Source: an optimization exercise on an open RTL-to-GDS flow (aim: small area, a short achievable clock period and few clock cycles per item). Production flows keep margins and buffers that such runs may drop.
In this exercise RTL edits were held to simulation tests only and were not proved equivalent to the original.
Power and IR drop assume default switching activity.

**design/flow/design.v**
```verilog
module CordicAccelerator(
  input         clock,
  input         reset,
  input         cmd_valid,
  output        cmd_ready,
  input  [6:0]  cmd_funct,
  input  [4:0]  cmd_rd,
  input  [63:0] cmd_rs1,
  input  [63:0] cmd_rs2,
  output        resp_valid,
  input         resp_ready,
  output [4:0]  resp_rd,
  output [63:0] resp_data,
  output        busy
);
  reg  [1:0]  state;
  reg  [31:0] x_reg;
  reg  [31:0] y_reg;
  reg  [31:0] z_reg;
  reg  [5:0]  cnt_reg;
  reg  [4:0]  rd_reg;
  reg         funct_reg;    
  reg  [16:0] atan_entry;
  always @(*) begin
    case (cnt_reg[4:0])
      5'd0:  atan_entry = 17'hC910;
      5'd1:  atan_entry = 17'h76B2;
      5'd2:  atan_entry = 17'h3EB7;
      5'd3:  atan_entry = 17'h1FD6;
      5'd4:  atan_entry = 17'hFFB;
      5'd5:  atan_entry = 17'h7FF;
      5'd6:  atan_entry = 17'h400;
      5'd7:  atan_entry = 17'h200;
      5'd8:  atan_entry = 17'h100;
      5'd9:  atan_entry = 17'h80;
      5'd10: atan_entry = 17'h40;
      5'd11: atan_entry = 17'h20;
      5'd12: atan_entry = 17'h10;
      5'd13: atan_entry = 17'h8;
      5'd14: atan_entry = 17'h4;
      5'd15: atan_entry = 17'h2;
      5'd16: atan_entry = 17'h1;
      default: atan_entry = 17'h0;
    endcase
  end
  wire        cmd_fire = ~(|state) & cmd_valid;
  wire        computing = state == 2'h1;
  assign resp_valid = state == 2'h2;
  wire [31:0] shamt = {26'h0, cnt_reg};
  wire [31:0] x_shift = $signed($signed(x_reg) >>> shamt);
  wire [31:0] y_shift = $signed($signed(y_reg) >>> shamt);
  wire        sign = $signed(z_reg) < 32'sh0;
  wire [31:0] atan_val = {{15{atan_entry[16]}}, atan_entry};
  always @(posedge clock) begin
    if (reset)
      state <= 2'h0;
    else begin
      if (|state) begin
        if (computing) begin
          if (cnt_reg == 6'h1F)
            state <= 2'h2;
        end
        else if (state == 2'h2 & resp_ready & resp_valid)
          state <= 2'h0;
      end
      else if (cmd_fire)
        state <= 2'h1;
    end
    if (|state) begin
      if (computing) begin
        x_reg <= sign ? x_reg + y_shift : x_reg - y_shift;
        y_reg <= sign ? y_reg - x_shift : y_reg + x_shift;
        z_reg <= sign ? z_reg + atan_val : z_reg - atan_val;
        cnt_reg <= cnt_reg + 6'h1;
      end
    end
    else if (cmd_fire) begin
      x_reg <= cmd_rs1[31:0];
      y_reg <= 32'h0;
      z_reg <= cmd_rs2[31:0];
      cnt_reg <= 6'h0;
    end
    if (cmd_fire) begin
      rd_reg <= cmd_rd;
      funct_reg <= cmd_funct[0];
    end
  end
  assign cmd_ready = ~(|state);
  assign resp_rd = rd_reg;
  assign resp_data = {32'h0, funct_reg ? y_reg : x_reg};
  assign busy = |state;
endmodule
```
**design/flow/run.sh**
```bash
#!/bin/bash
# synth_recipe.tcl (not shown) runs the flow's synth.tcl, then flattens the netlist and writes it again
# the make line also repeats each setting of config.mk as NAME=value (left out here)
make -C /OpenROAD-flow-scripts/flow DESIGN_CONFIG=/design/flow/config.mk WORK_HOME=/design/flow/orfs CLKGATE_MAP_FILE= SYNTH_SCRIPT=/design/flow/synth_recipe.tcl finish
```
**design/flow/config.mk**
```make
export PLATFORM = sky130hd
export DESIGN_NAME = CordicAccelerator
export DESIGN_NICKNAME = CordicAccelerator
export VERILOG_FILES = /design/flow/design.v
export SDC_FILE = /design/flow/constraint.sdc
export NUM_CORES = 8
export LEC_CHECK = 0
export CAP_MARGIN = 20
export CORE_MARGIN = 2
export CORE_UTILIZATION = 40
export SLEW_MARGIN = 20
```
**design/flow/constraint.sdc**
```tcl
create_clock -name core_clock -period 6.0 [get_ports {clock}]
set_input_delay 1.2000 -clock core_clock [delete_from_list [all_inputs] [get_ports {clock}]]
set_output_delay 1.2000 -clock core_clock [all_outputs]
set_load 0.01 [all_outputs]
```
==> flow_summary.json <==
{
  "cts_tree": "yes",
  "synthCells": 1910,
  "crit_type": "flop to flop",
  "nFillCells": 3938,
  "timing.rr.end": "y_reg[28]",
  "numCtsBuffers": 17,
  "yosysSeqAreaShare_pct": 21.6,
  "grtUsageMet2_pct": 47.1,
  "ys_top_cells_by_area": "edfxtp_1 19%, mux4_2 9.7%, ha_1 8.3%, a21oi_1 6.0%, nor2_1 4.1%",
  "synthToLayoutAreaGrowth_pct": 24.8,
  "die_y_um": 208,
  "p_leak_nw": 8.62,
  "first_iter_violations": 1558,
  "drt-pass1-iter-count": 6,
  "gp_congestion": 1.02,
  "final_nets": 2459,
  "htreeDepth": 4,
  "path_delay_family": "simple AND/OR/NAND/NOR gates",
  "wl_per_cell_um": 24.0,
  "hold_path_depth": 2,
  "post-route-util_pct": 50.7,
  "slew_headroom_pct": 36.5,
  "slowest_stage": "mux4_2",
  "yosysUniqueCellTypes": 96,
  "timing.fmax_mhz": 172,
  "timing.rr.start": "cnt_reg[0]",
  "swShare_pct": 47.9,
  "reg2reg_slack_ns": 0.19,
  "min_from": "state[0]",
  "die_area_sq_mm": 0.0433,
  "netSwitchingPower_mw": 5.58,
  "grt_max_degree": 91,
  "vias": 16800,
  "cts.sink_count": 126,
  "viasPerCell": 6.12,
  "use_met1_pct": 38.9,
  "worst_pin_slew_ns": 0.952,
  "grt_pass1_wl_um": 97800,
  "final_common_cell": "buf_4",
  "multiInputGateArea_sq_mm": 0.0124,
  "clk_latency_ns": 0.51,
  "synth_flop_cell": "edfxtp_1",
  "dpl.hpwl_um": 49900,
  "synth_edf_count": 108,
  "initial_utilization_pct": 40.6,
  "ys_async_sr_fraction_pct": 0,
  "die_x_um": 208,
  "regArea_sq_mm": 0.00360,
  "coreArea_sq_mm": 0.0410,
  "finalHoldViolations": 0,
  "overflow": 0,
  "cts.clk_slew.worst_paths_ns": 0.07,
  "fin_crit_sh_pct": 96.9,
  "io_buffers": 113,
  "routed_wl_um": 65800,
  "grt_use_met3_pct": 6.28,
  "period_needed_ns": 5.81,
  "avgSynthCellArea_sq_um": 8.73,
  "rows": 74,
  "cts-root-buf": "clkbuf_16",
  "dpl.cell_count": 2698,
  "num_antenna_cells": 0,
  "max_cap_violations": 0,
  "clock_power_share_pct": 10.0,
  "rsz0062_at_grt": "true",
  "drive_gt1_share_pct": 22.4,
  "grt_usage_pct": 29.8,
  "yosys_register_bits": 126,
  "start_kind": "flop",
  "antenna_found_initial": 0,
  "finalSetupViolations": 0,
  "seq_power_share_pct": 15.5,
  "yosysTopAreaCell": "edfxtp_1",
  "pwr_density_cell_mw_per_mm2": 560,
  "r2r_cells": 28,
  "vdd_ir_drop_max_v": 0.000246,
  "arrival_ns": 6.03,
  "cp_slowest_stage_delay_ns": 0.60,
  "ioPinCount": 216,
  "cp_max_fo": 7,
  "cp-end-kind": "flop",
  "p_int_mw": 6.07,
  "synthesis.area_sq_mm": 0.0167,
  "maxSlewViolCount": 0,
  "status": "no timing/DRC/antenna violations",
  "ant_nets": 0,
  "clk_path_buf_depth": 2,
  "fin_skew_ns": 0.0192,
  "netlist.area_leader.share_pct": 19.5,
  "layoutNonFillerInstCount": 2746,
  "min_path_type": "flop to flop",
  "busiest_layer": "met2",
  "combinationalPowerShare_pct": 74.5,
  "crit_buf_inv": 8,
  "cp_common_cell": "buf_4",
  "holdPathEnd": "state[0]",
  "grt_pass1_vias": 16100,
  "cp.required_ns": 6.21,
  "synth_warnings": 1,
  "drcViolationCount": 0,
  "layout_common_cells": "255 x buf_4, 193 x a21oi_1, 183 x nor2_1"
}
==> repair_timing <==
action                     CTS  global route
buffers inserted             0            14
gates cloned                 0             2
hold buffers                 0             0
gates resized for setup      5            42
pin swaps                    1            19
setup endpoints to repair    4            16
==> power by group through the flow <==
stage | clock network (mW) | registers, mW | logic, mW
final | 1.16 | 1.81 | 8.67
after global routing | 1.23 | 1.82 | 9.42
after CTS | 1.19 | 1.79 | 8.38
after detailed placement | 0 | 1.80 | 8.28
after global placement | 0 | 1.80 | 8.21
after floorplan | 0 | 1.55 | 5.39
==> cell type report <==
class                   instances  area share (%)
well taps                     532            3.20
flip-flops and latches        126            17.3
repair buffers                385            16.2
clock inverters                15           0.950
inverters                      44           0.818
clock buffers                  17            2.04
multi-input cells            1627            59.5
==> how the worst max path moves through the flow <==
stage                     slack, ns  cells after the start       start         to
after floorplan                0.55                     25  cnt_reg[0]  x_reg[31]
after global placement        -0.16                     25  cnt_reg[1]  x_reg[31]
after detailed placement      -0.18                     25  cnt_reg[1]  x_reg[31]
after CTS                      0.05                     24  cnt_reg[0]  y_reg[28]
after global routing          -0.08                     27  cnt_reg[0]  x_reg[30]
final                          0.19                     28  cnt_reg[0]  y_reg[28]
==> routing by layer <==
| metal | wire, um | up-vias |
|---|---|---|
| met2 | 29600 | 786 |
| met5 | 0 | - |
| li1 | - | 7735 |
| met3 | 5480 | 154 |
| met4 | 3010 | 0 |
| met1 | 27700 | 8138 |
==> synth_stat cells, types with 10 or more instances <==
master	n
buf_4	39
or3_1	13
a21oi_1	199
buf_1	18
a31oi_1	37
edfxtp_1	108
a211oi_1	21
o21ai_0	103
o211ai_1	16
o31ai_1	12
inv_1	41
nand4_1	14
nor4_1	14
buf_6	10
nand2b_1	22
nand3_1	28
nand2_1	158
mux4_2	72
mux2_2	56
buf_2	20
ha_1	111
xor2_1	76
clkbuf_1	55
nor3_1	27
and2_1	27
o21bai_1	11
o21a_1	18
xnor2_1	70
nor2b_1	20
and3_1	11
a21boi_0	11
a21o_1	41
o22ai_1	15
dfxtp_1	18
nor2_1	184
mux2i_1	65
==> logic make-up after synthesis <==
logic type      share of synthesized area (%)
compound gates                           22.1
simple gates                             16.0
mux                                      17.9
buf+inv                                  5.91
xor+xnor                                 7.80
flops                                    21.6
fa+ha+maj                                8.69
other cells                            0.0225
==> worst min-delay path: stages (launching register included) <==
cell and delay [ns]:
dfxtp_1 0.35, o31ai_1 0.08, a21oi_1 0.06
==> through the flow <==
stage	TNS, ns	hold WS (ns)	instance area (sq um)	power, mW	setup slack, ns
4_1_cts	0	0.546	20500	11.4	0.0498
3_3_place_gp	-0.238	0.524	19800	10.0	-0.161
6_report	0	0.545	20800	11.6	0.185
5_1_grt	-0.403	0.595	20800	12.5	-0.0760
3_5_place_dp	-0.403	0.535	19800	10.1	-0.179
2_1_floorplan	0	0.481	16800	6.94	0.550
Testbench counts, summed over its fixed seeds: cycles 54,400, items 1,600.

-- port drivers added, routing unchanged --
In the flow no input, the clock included, has a driving cell. The finished layout below was timed again as built, in two steps.
Step 1, drivers: a clkbuf_16 drives clock and a buf_2 each remaining input, both assumed.
Step 2 adds t to the input delays and takes it off the output delays; t is the mean of the earliest and latest rising clock arrival at the registers after step 1. Input paths then give back, and output paths get back, about the clock's delay inside the block.
Three values: no drivers, after step 1, after step 2; two values: the first two.
t (ns): 0.552
setup slack, ns: 0.185 / 0.185 / 0.185
worst hold slack (ns): 0.545 / 0.545 / 0.545
worst setup path after step 2: register to register
After both steps this run still meets setup and hold. For this run, drivers alone change the setup slack by 0.000 ns; drivers and shift together by 0.000 ns.
